This design comes from an exercise in tuning for small area and a short achievable clock period on the open sky130 flow, not from production work. Where RTL was checked, it was by simulation tests only, not by an equivalence proof against the original. Power figures rest on the tool's default switching activity, not on a simulated workload.

==> inputs of run a <==
// fir_3tap
module fir_3tap (input clk,
                 input [7:0] Xin,
                 input [7:0] H0,
                 input [7:0] H1,
                 input [7:0] H2,
                 output reg [15:0] Yout);
reg [15:0] Q1n, Q2n;
wire t2_p0_0 = ~(Xin[0] & H2[0]);
wire t2_p0_1 = ~(Xin[0] & H2[1]);
wire t2_p0_2 = ~(Xin[0] & H2[2]);
wire t2_p0_3 = ~(Xin[0] & H2[3]);
wire t2_p0_4 = ~(Xin[0] & H2[4]);
wire t2_p0_5 = ~(Xin[0] & H2[5]);
wire t2_p0_6 = ~(Xin[0] & H2[6]);
wire t2_p0_7 = ~(Xin[0] & H2[7]);
wire t2_p1_0 = ~(Xin[1] & H2[0]);
wire t2_p1_1 = ~(Xin[1] & H2[1]);
wire t2_p1_2 = ~(Xin[1] & H2[2]);
wire t2_p1_3 = ~(Xin[1] & H2[3]);
wire t2_p1_4 = ~(Xin[1] & H2[4]);
wire t2_p1_5 = ~(Xin[1] & H2[5]);
wire t2_p1_6 = ~(Xin[1] & H2[6]);
wire t2_p1_7 = ~(Xin[1] & H2[7]);
wire t2_p2_0 = ~(Xin[2] & H2[0]);
wire t2_p2_1 = ~(Xin[2] & H2[1]);
wire t2_p2_2 = ~(Xin[2] & H2[2]);
wire t2_p2_3 = ~(Xin[2] & H2[3]);
wire t2_p2_4 = ~(Xin[2] & H2[4]);
wire t2_p2_5 = ~(Xin[2] & H2[5]);
wire t2_p2_6 = ~(Xin[2] & H2[6]);
wire t2_p2_7 = ~(Xin[2] & H2[7]);
wire t2_p3_0 = ~(Xin[3] & H2[0]);
wire t2_p3_1 = ~(Xin[3] & H2[1]);
wire t2_p3_2 = ~(Xin[3] & H2[2]);
wire t2_p3_3 = ~(Xin[3] & H2[3]);
wire t2_p3_4 = ~(Xin[3] & H2[4]);
wire t2_p3_5 = ~(Xin[3] & H2[5]);
wire t2_p3_6 = ~(Xin[3] & H2[6]);
wire t2_p3_7 = ~(Xin[3] & H2[7]);
wire t2_p4_0 = ~(Xin[4] & H2[0]);
wire t2_p4_1 = ~(Xin[4] & H2[1]);
wire t2_p4_2 = ~(Xin[4] & H2[2]);
wire t2_p4_3 = ~(Xin[4] & H2[3]);
wire t2_p4_4 = ~(Xin[4] & H2[4]);
wire t2_p4_5 = ~(Xin[4] & H2[5]);
wire t2_p4_6 = ~(Xin[4] & H2[6]);
wire t2_p4_7 = ~(Xin[4] & H2[7]);
wire t2_p5_0 = ~(Xin[5] & H2[0]);
wire t2_p5_1 = ~(Xin[5] & H2[1]);
wire t2_p5_2 = ~(Xin[5] & H2[2]);
wire t2_p5_3 = ~(Xin[5] & H2[3]);
wire t2_p5_4 = ~(Xin[5] & H2[4]);
wire t2_p5_5 = ~(Xin[5] & H2[5]);
wire t2_p5_6 = ~(Xin[5] & H2[6]);
  ...
export LEC_CHECK = 0
export CAP_MARGIN = 20
export CORE_MARGIN = 2
export CORE_UTILIZATION = 40
export SLEW_MARGIN = 20
export SYNTH_HIERARCHICAL = 1
export SYNTH_MINIMUM_KEEP_SIZE = 0
create_clock -name core_clock -period 12.5 [get_ports {clk}]
standard.sh (not shown) runs the stock make flow with config.mk's settings and CLKGATE_MAP_FILE= SYNTH_SCRIPT=/design/flow/synth_recipe.tcl, a recipe that flattens the netlist after the stock synthesis.
==> flow/flow/run.sh <==
#!/bin/bash
# The standard layout (standard.sh), with two changes to how it is made:
# - ports are buffered with buf_1 instead of the default delay buffer;
# - repair_timing aims for 6 ns of setup slack instead of 0.
set -euo pipefail
export SETUP_SLACK_MARGIN=6
export BUFFER_PORTS_ARGS="-buffer_cell sky130_fd_sc_hd__buf_1"
bash standard.sh > standard.log 2>&1
==> run b (differences from run a) <==
==> flow/flow/run.sh (replaced) <==
#!/bin/bash
# The standard layout (standard.sh), with two changes to how it is made:
# - ports are buffered with buf_1 instead of the default delay buffer;
# - repair_timing aims for 6.5 ns of setup slack instead of 0.
set -euo pipefail
export SETUP_SLACK_MARGIN=6.5
export BUFFER_PORTS_ARGS="-buffer_cell sky130_fd_sc_hd__buf_1"
bash standard.sh > standard.log 2>&1
==> qor.txt <==
Status: complete, no violations
Layout cells sized above 1: 18.5%
CP bufs+invs: 4
GR met1 Demand/Resource: 25.2%
Wire per inst: 15.7 um
[end of results for run b]
==> qor.txt <==
Status: complete, no violations
Commonest non-fill, non-tap cells in the layout: nand2_1, fa_1, dfxtp_1
Layout cells sized above 1: 2.74%
Xor and xnor area share after synthesis: 5.77%
Wire per inst: 14.5 um
CP bufs+invs: 2
GR met1 Demand/Resource: 22.9%
[end of results for run a]
Function was not checked in any run of this note: the RTL went through the layout flow alone.

==> trial 88 <==
fir_3tap, a different RTL version from the one above (not shown whole).
clock: 12.5 ns
lec_check: 0
cap_margin: 20
core_margin: 2
core_utilization: 65
cts_buf_list: sky130_fd_sc_hd__clkbuf_8
setup_slack_margin: 5
slew_margin: 20
synth_hierarchical: 1
synth_minimum_keep_size: 0
tns_end_percent: 0
run.sh (not shown) runs the stock make flow with config.mk's settings and CLKGATE_MAP_FILE= SYNTH_SCRIPT=/design/flow/synth_recipe.tcl, a recipe that flattens the netlist after the stock synthesis.
Stock flow here: none of the scripts above is used.
==> build 32 (differences from trial 88) <==
==> flow/flow/run.sh (new file) <==
#!/bin/bash
# The standard layout (standard.sh), with two changes to how it is made:
# - ports are buffered with buf_1 instead of the default delay buffer;
# - repair_timing aims for 6.6 ns of setup slack instead of 0.
set -euo pipefail
export SETUP_SLACK_MARGIN=6.6
export BUFFER_PORTS_ARGS="-buffer_cell sky130_fd_sc_hd__buf_1"
bash standard.sh > standard.log 2>&1
==> flow/standard.sh (new file) <==
#!/bin/bash
# synth_recipe.tcl (not shown) runs the flow's synth.tcl, then flattens the netlist and writes it again
# the make line also repeats each setting of config.mk as NAME=value (left out here)
make -C /OpenROAD-flow-scripts/flow DESIGN_CONFIG=/design/flow/config.mk WORK_HOME=/design/flow/orfs CLKGATE_MAP_FILE= SYNTH_SCRIPT=/design/flow/synth_recipe.tcl "${@:-finish}"
--- a/flow/config.mk
+++ b/flow/config.mk
@@ -7,9 +7,8 @@
 export LEC_CHECK = 0
 export CAP_MARGIN = 20
 export CORE_MARGIN = 2
-export CORE_UTILIZATION = 65
+export CORE_UTILIZATION = 55
 export CTS_BUF_LIST = sky130_fd_sc_hd__clkbuf_8
-export SETUP_SLACK_MARGIN = 5
 export SLEW_MARGIN = 20
 export SYNTH_HIERARCHICAL = 1
 export SYNTH_MINIMUM_KEEP_SIZE = 0
removed: flow/run.sh
==> build 64 (differences from trial 88) <==
==> flow/flow/run.sh (new file) <==
#!/bin/bash
# The standard layout (standard.sh), with two changes to how it is made:
# - ports are buffered with buf_1 instead of the default delay buffer;
# - repair_timing aims for 6.6 ns of setup slack instead of 0.
set -euo pipefail
export SETUP_SLACK_MARGIN=6.6
export BUFFER_PORTS_ARGS="-buffer_cell sky130_fd_sc_hd__buf_1"
bash standard.sh > standard.log 2>&1
==> flow/standard.sh (new file) <==
#!/bin/bash
# synth_recipe.tcl (not shown) runs the flow's synth.tcl, then flattens the netlist and writes it again
# the make line also repeats each setting of config.mk as NAME=value (left out here)
make -C /OpenROAD-flow-scripts/flow DESIGN_CONFIG=/design/flow/config.mk WORK_HOME=/design/flow/orfs CLKGATE_MAP_FILE= SYNTH_SCRIPT=/design/flow/synth_recipe.tcl "${@:-finish}"
--- a/flow/config.mk
+++ b/flow/config.mk
@@ -7,9 +7,8 @@
 export LEC_CHECK = 0
 export CAP_MARGIN = 20
 export CORE_MARGIN = 2
-export CORE_UTILIZATION = 65
+export CORE_UTILIZATION = 78
 export CTS_BUF_LIST = sky130_fd_sc_hd__clkbuf_8
-export SETUP_SLACK_MARGIN = 5
 export SLEW_MARGIN = 20
 export SYNTH_HIERARCHICAL = 1
 export SYNTH_MINIMUM_KEEP_SIZE = 0
removed: flow/run.sh
==> run notes <==
The highest clock skew belongs to trial 88, the lowest to build 64.
Sequential cell count is the same in trial 88 and build 32.
Power: trial 88 < build 32 < build 64.
Utilization: build 32 < trial 88 < build 64.
Clock-buffer cell count, highest first: build 64, build 32, trial 88.
==> figures <==
Status: build 64 finished clean; build 32 finished clean; trial 88 finished clean
Vias per Instance: build 64 5.78; build 32 5.33; trial 88 5.42
Final WL: build 64 13.1 mm; build 32 12.5 mm; trial 88 12.5 mm
Cell area after layout: build 64 6740 um2; build 32 6820 um2; trial 88 6980 um2
Power consumed by combinational cells: build 64 1530 uW; build 32 1500 uW; trial 88 1500 uW
Total iterations of the first detailed-routing run: build 64 5; build 32 4; trial 88 4
Bufs w/o clock: build 64 52; build 32 56; trial 88 50
Minimum setup slack among reg-to-reg paths: build 64 8.99 ns; build 32 9.09 ns; trial 88 8.93 ns
Clock slew seen by the registers of the worst setup and hold paths: build 64 0.09 ns; build 32 0.10 ns; trial 88 0.10 ns
Net switching share of the total power: build 64 47.9%; build 32 47.6%; trial 88 46.7%
Routed wire length on met3: build 64 751 um; build 32 542 um; trial 88 562 um
Reported net switching power: build 64 929 uW; build 32 897 uW; trial 88 881 uW

## port drivers added, routing unchanged
No port has a modelled driver above. Below, the same layouts with a new extraction and two added sets of constraints. Step 1 assumes that a clkbuf_16 drives the clock port and a buf_2 every other input. Step 2 times the ports against the registers' clock, not the clock port: input delays grow and output delays shrink by t, the midpoint of the rising clock arrivals with the driver on. Slacks: ideal / step 1 / step 2; pairs: ideal / step 1.
run	t, ns	setup WS [ns]	clock arrival spread, ns
run a	0.320	6.176 / 6.188 / 5.868	0.005 / 0.006
run b	0.323	6.596 / 6.595 / 6.272	0.009 / 0.008
trial 88	0.343	5.657 / 5.665 / 5.322	0.012 / 0.011
build 32	0.338	6.799 / 6.804 / 6.467	0.009 / 0.009
build 64	0.336	6.665 / 6.680 / 6.345	0.005 / 0.005
After both steps setup and hold are still met in every run listed. The setup slack of trial 88, which loses most, moves by +0.008 ns with the drivers and by -0.335 ns with both steps.
